Background: an optimization exercise with open tools, aiming at small area and a short achievable clock period. Do not read the settings as production practice. Only simulation tests tie the RTL to the original design; equivalence was not proved. Power figures rest on the tool's default switching activity, not on a simulated workload.

// ALU
module ALU(
    input logic CLK,
    input logic RST,
    input logic ACT,
    input logic[3:0]  OP,
    input logic[1:0]  MOVI,
    input logic[31:0] REG_A,
    input logic[31:0] REG_B,
    input logic[31:0] MEM,
    input logic[31:0] IMM,
    output logic[31:0] DATA,
    output logic       RDY,
    output logic       VLD
);
    localparam logic [1:0] INIT = 2'd0, FIRST_STAGE = 2'd1,
                           MUL_FIRST_STAGE = 2'd2, MUL_SECOND_STAGE = 2'd3;
    logic [1:0]  state_curr;
    logic [31:0] operand_B;
    assign RDY = state_curr == INIT;
    assign VLD = (state_curr != INIT) & ~RST;
    always_comb begin
        case (MOVI)
            2'b00:   operand_B = REG_B;
            2'b01:   operand_B = MEM;
            2'b10:   operand_B = IMM;
            default: operand_B = '0;
        endcase
    end
    wire is_mul = OP == 4'b0010;
    wire [31:0] a = REG_A;
    wire [31:0] bm = is_mul ? operand_B : 32'b0;
    logic [31:0] e1, e2;
    logic        c0;
    always_comb begin
        e2 = 32'b0;
        c0 = 1'b0;
        case (OP)
            4'b0000: begin e1 = a; e2 = operand_B; end                  
            4'b0001: begin e1 = a; e2 = ~operand_B; c0 = 1'b1; end      
            4'b0010: e1 = 32'b0;                                        
            4'b0011: e1 = {1'b0, operand_B[31:1]};                      
            4'b0100: e1 = {operand_B[30:0], 1'b0};                      
            4'b0101: e1 = {operand_B[0], operand_B[31:1]};              
            4'b0110: e1 = {operand_B[30:0], operand_B[31]};             
            4'b0111: e1 = ~operand_B;                                   
            4'b1000: e1 = a & operand_B;
            4'b1001: e1 = a | operand_B;
            4'b1010: e1 = a ^ operand_B;
  ...
Settings: LEC_CHECK=0, CAP_MARGIN=20, CORE_MARGIN=2, CORE_UTILIZATION=40, SETUP_SLACK_MARGIN=2.5, SLEW_MARGIN=20; clock period 10.5 ns.
run.sh (not shown) runs the stock make flow with config.mk's settings and CLKGATE_MAP_FILE= SYNTH_SCRIPT=/design/flow/synth_recipe.tcl, a recipe that flattens the netlist after the stock synthesis.
Then changed:
Settings changed: SETUP_SLACK_MARGIN 2.5 to not set.
Outcome:
- The new run passed the timing, DRC and antenna checks
- first-iteration DRC count goes down by about 5%
- sequential power hardly moves
- cell area came out lower by about 1.2%
- die area stays the same
- total power goes down by 0.60%
- non-clock buffer count falls by 27
- setup slack got worse by 0.63 ns

* * *

job 101:
Another version of the RTL of ALU (not shown whole).
Size in the first run: ~3700 cells after synthesis, roughly 130 flip-flops, roughly 170 I/O pins.
// ALU
module ALU(
    input logic CLK,
    input logic RST,
    input logic ACT,
    input logic[3:0]  OP,
    input logic[1:0]  MOVI,
    input logic[31:0] REG_A,
    input logic[31:0] REG_B,
    input logic[31:0] MEM,
    input logic[31:0] IMM,
    output logic[31:0] DATA,
    output logic       RDY,
    output logic       VLD
);
    localparam logic [1:0] INIT = 2'd0, FIRST_STAGE = 2'd1,
                           MUL_FIRST_STAGE = 2'd2, MUL_SECOND_STAGE = 2'd3;
    logic [1:0]  state_curr;
    logic [31:0] operand_B;
    assign RDY = state_curr == INIT;
    assign VLD = (state_curr != INIT) & ~RST;
    always_comb begin
        case (MOVI)
            2'b00:   operand_B = REG_B;
            2'b01:   operand_B = MEM;
            2'b10:   operand_B = IMM;
            default: operand_B = '0;
        endcase
    end
    wire is_mul = OP == 4'b0010;
    wire [31:0] a = REG_A;
    wire [31:0] bm = is_mul ? operand_B : 32'b0;
    wire addsub = (OP == 4'b0000) | (OP == 4'b0001);
    wire is_dec = OP == 4'b1111;
    logic [31:0] e1;
    logic        c0;
    always_comb begin
        c0 = 1'b0;
        case (OP)
            4'b0000: e1 = operand_B;                                    
            4'b0001: begin e1 = ~operand_B; c0 = 1'b1; end              
            4'b0010: e1 = 32'b0;                                        
            4'b0011: e1 = {1'b0, operand_B[31:1]};                      
            4'b0100: e1 = {operand_B[30:0], 1'b0};                      
            4'b0101: e1 = {operand_B[0], operand_B[31:1]};              
            4'b0110: e1 = {operand_B[30:0], operand_B[31]};             
  ...
clock: 10.5 ns
lec_check: 0
cap_margin: 20
core_margin: 2
core_utilization: 40
setup_slack_margin: 4
slew_margin: 20
Both conditions hold for job 101: the flow ran to the end and the final layout passed the timing, DRC and antenna checks.
Relative to job 101, the following input files were edited for job 102:
- SETUP_SLACK_MARGIN changed from 4 to 2.5
### Flow results
- Re least setup slack across all paths after layout: job 101 and job 102 aren't equal, and the higher value belongs to job 101.
- Per the comparison of job 102 with job 101, final non-filler cell total went down by about 7%, detailed-placement wirelength estimate went up by 2.7%, power dissipated by switching net loads went down by 0.00014 W, wire length went down by 8.4%.
- Delta(total power, job 102 - job 101) < 0

* * *

ALU, a different RTL version from the one above (not shown whole).
Size: ~3200 cells after synthesis, ~170 I/O pins.
==> flow/design.v (excerpt) <==
module ALU(
    input logic CLK,
    input logic RST,
    input logic ACT,
    input logic[3:0]  OP,
    input logic[1:0]  MOVI,
    input logic[31:0] REG_A,
    input logic[31:0] REG_B,
    input logic[31:0] MEM,
    input logic[31:0] IMM,
    output logic[31:0] DATA,
    output logic       RDY,
    output logic       VLD
);
clock: 10.5 ns
lec_check: 0
cap_margin: 10
core_margin: 2
core_utilization: 40
setup_slack_margin: 3.75
slew_margin: 10
synth_hierarchical: 1
synth_minimum_keep_size: 5
standard.sh (not shown) runs the stock make flow with config.mk's settings and CLKGATE_MAP_FILE= SYNTH_SCRIPT=/design/flow/synth_recipe.tcl, a recipe that flattens the netlist after the stock synthesis.
==> flow/flow/run.sh <==
#!/bin/bash
# The standard layout, with plain buffers (not delay cells) on the ports.
export BUFFER_PORTS_ARGS="-buffer_cell sky130_fd_sc_hd__buf_2"
bash standard.sh > standard.log 2>&1
The starting point completed with no timing, DRC or antenna violations.
Change:
Settings changed: CAP_MARGIN 10 to 20, CORE_UTILIZATION 40 to 55, PLACE_DENSITY set to 0.7, SETUP_SLACK_MARGIN 3.75 to 3.5, SLEW_MARGIN 10 to 20.
After rerunning: The changed run finished with timing, DRC and antenna clean. Combinational power grows by about 2%. Via count grows by 5.7%. Synthesized area stays the same.
Change:
Settings changed: CORE_UTILIZATION 55 to 40, PLACE_DENSITY 0.7 to not set, SETUP_SLACK_MARGIN 3.5 to 3.0, TNS_END_PERCENT set to 0.
=>
- The changed run produced a clean layout
- worst setup slack got worse by 610 ps
- design area decreases slightly
- total power is lower slightly
- register-to-register slack is worse by 200 ps
- first-iteration DRC count decreases by about a fifth
- count of clock-buffer cells in the layout rises by 1
- final cell count goes up by a few percent
- global-route usage shrinks by 15 points
- synthesized cell count stays the same
- utilization goes down by 18 points
Change:
Settings changed: TNS_END_PERCENT 0 to not set.
After rerunning: Wire length increases by 1.4%. Die area is unchanged. Combinational power is about the same. Critical path depth decreases by 1. Core utilization increases by 0.31 points. Setup slack gains 250 ps.

* * *

## job 3429
Starting RTL as in the previous note.
==> flow/config.mk <==
export PLATFORM = sky130hd
export DESIGN_NAME = ALU
export DESIGN_NICKNAME = ALU
export VERILOG_FILES = /design/flow/design.v
export SDC_FILE = /design/flow/constraint.sdc
export NUM_CORES = 4
export LEC_CHECK = 0
export CAP_MARGIN = 20
export CORE_MARGIN = 2
export CORE_UTILIZATION = 40
export SETUP_SLACK_MARGIN = 3.5
export SLEW_MARGIN = 20
export SYNTH_HIERARCHICAL = 1
export SYNTH_MINIMUM_KEEP_SIZE = 5
==> flow/constraint.sdc <==
create_clock -name core_clock -period 10.5 [get_ports {CLK}]
set_input_delay 2.1000 -clock core_clock [delete_from_list [all_inputs] [get_ports {CLK}]]
set_output_delay 2.1000 -clock core_clock [all_outputs]
set_load 0.01 [all_outputs]
Scripts as last shown in full above: flow/flow/run.sh
Job 3429 went all the way through synthesis, placement and routing and the layout is clean on timing, DRC and antenna.
## Diff of input files: job 9542 against job 3429
diff --git a/flow/config.mk b/flow/config.mk
--- a/flow/config.mk
+++ b/flow/config.mk
@@ -11 +11 @@
-export SETUP_SLACK_MARGIN = 3.5
+export SETUP_SLACK_MARGIN = 3.25
## What came out
Relative to job 3429, global-route usage decreased by 0.54 points in job 9542. NOTE: shortest period the worst path allows in job 9542 exceeds that of job 3429. For job 3429, the destination of the critical timing path was s_hi[1], unlike job 9542, where it was s_hi[5]. Per the comparison of job 9542 with job 3429, combinational power share held, leakage power of the design moved down.
Setup changes, job 9542 to job 1005
diff --git a/flow/config.mk b/flow/config.mk
--- a/flow/config.mk
+++ b/flow/config.mk
@@ -11 +11 @@
-export SETUP_SLACK_MARGIN = 3.25
+export SETUP_SLACK_MARGIN = 4.0
Findings:
Job 1005 reached the final stage; the timing, DRC and antenna checks on its layout passed.
Looking at the reports, job 9542 completed the entire flow and the layout it produced met the timing, DRC and antenna checks.
Looking at fraction of met1 tracks used by global routing, job 1005 sits 0.71 points higher than job 9542 does.
Compared with job 9542, job 1005 shows a met3 global-route usage that is 2.2 points higher.
On count of clock-buffer cells in the layout: between job 9542 and job 1005, it ends up lower for job 1005.
Half-perimeter wire length after detailed placement (higher): job 1005
Job 1005 against job 9542; design area is up by a little under 10%.
Summary of job 1005 over job 9542: total global-route track usage went up by 1.1 points, worst setup slack went up by 0.54 ns, internal power component went up by 5.7%, initial antenna violation count went up by 1.
Edits applied to the flow inputs when going from job 1005 to job 9640:
diff --git a/flow/config.mk b/flow/config.mk
--- a/flow/config.mk
+++ b/flow/config.mk
@@ -11 +11 @@
-export SETUP_SLACK_MARGIN = 4.0
+export SETUP_SLACK_MARGIN = 3.75
[summary]
- Job 9640 did not stop at any stage, and its layout met the timing, DRC and antenna checks.
- Of the two values seen for critical path endpoint, s_hi[0] was produced by job 9640 and s_hi[1] by job 1005.
- When the final numbers for job 9640 and job 1005 were put side by side, the core utilization turned out to be greater in job 1005.
- Comparing internal power contribution for job 9640 and job 1005, the bigger number came from job 1005.
- Diff job 9640 and job 1005: setup slack lower in job 9640
- Job 1005 → job 9640: fmax now sits lower; shortest period the worst path allows now sits higher.

* * *

ALU, a different RTL version from the one above (not shown whole).
Size: roughly 130 flip-flops, about 170 I/O pins, about 32000 sq um of cells after synthesis.
Settings: LEC_CHECK=0, CAP_MARGIN=20, CORE_MARGIN=2, CORE_UTILIZATION=40, SETUP_SLACK_MARGIN=2.5, SLEW_MARGIN=20; clock period 10.5 ns.
Scripts as last shown in full above: flow/flow/run.sh
==> next run, changes <==
==> flow/run.sh (new file) <==
#!/bin/bash
# synth_recipe.tcl (not shown) runs the flow's synth.tcl, then flattens the netlist and writes it again
# the make line also repeats each setting of config.mk as NAME=value (left out here)
make -C /OpenROAD-flow-scripts/flow DESIGN_CONFIG=/design/flow/config.mk WORK_HOME=/design/flow/orfs CLKGATE_MAP_FILE= SYNTH_SCRIPT=/design/flow/synth_recipe.tcl finish
removed: flow/flow/run.sh
removed: flow/standard.sh
Hold slack degrades by 0.0076 ns.
Area after synthesis stays the same.
Cell count is about the same.
Routed wire length shrinks by 0.95%.
Fmax grows by 0.52%.
Worst setup slack gets better by 0.041 ns.
Global-route usage is lower by 0.27 points.

[what the ideal ports hide]
The results above use ideal ports. As a check the final layouts listed here were re-extracted and re-timed, cells and wires unchanged. Step 1, drivers: a clkbuf_16 drives CLK and a buf_2 each remaining input, both assumed. Step 2 moves the port delays by t, midway between the first and last clock arrival at a register: inputs arrive t later, outputs are due t later. That takes back most of the time a late clock gives input paths. Slacks: ideal / step 1 / step 2; pairs: ideal / step 1.
| run | t, ns | setup slack, ns | clock arrival spread, ns |
|---|---|---|---|
| the first run of note 1 | 0.522 | 2.543 / 2.584 / 2.062 | 0.025 / 0.025 |
| the second run of note 1 | 0.526 | 1.910 / 1.934 / 1.408 | 0.025 / 0.025 |
| job 101 | 0.583 | 3.582 / 3.597 / 3.014 | 0.030 / 0.030 |
| job 102 | 0.554 | 2.633 / 2.674 / 2.120 | 0.036 / 0.036 |
| the first run of note 3 | 0.519 | 3.746 / 3.758 / 3.239 | 0.016 / 0.016 |
| the second run of note 3 | 0.544 | 3.499 / 3.523 / 2.979 | 0.017 / 0.018 |
| the third run of note 3 | 0.528 | 2.892 / 2.921 / 2.394 | 0.022 / 0.021 |
| the fourth run of note 3 | 0.530 | 3.145 / 3.175 / 2.645 | 0.022 / 0.022 |
| job 3429 | 0.534 | 3.521 / 3.525 / 2.991 | 0.021 / 0.021 |
| job 9542 | 0.532 | 3.333 / 3.369 / 2.838 | 0.020 / 0.019 |
| job 1005 | 0.530 | 3.869 / 3.905 / 3.375 | 0.030 / 0.029 |
| job 9640 | 0.519 | 3.746 / 3.758 / 3.239 | 0.016 / 0.016 |
| the first run of note 5 | 0.544 | 2.587 / 2.625 / 2.081 | 0.023 / 0.023 |
| the second run of note 5 | 0.544 | 2.629 / 2.663 / 2.118 | 0.015 / 0.015 |
After both steps every run listed still meets setup and hold. For job 101, which loses most, drivers alone change the setup slack by +0.015 ns; drivers and shift together by -0.568 ns.
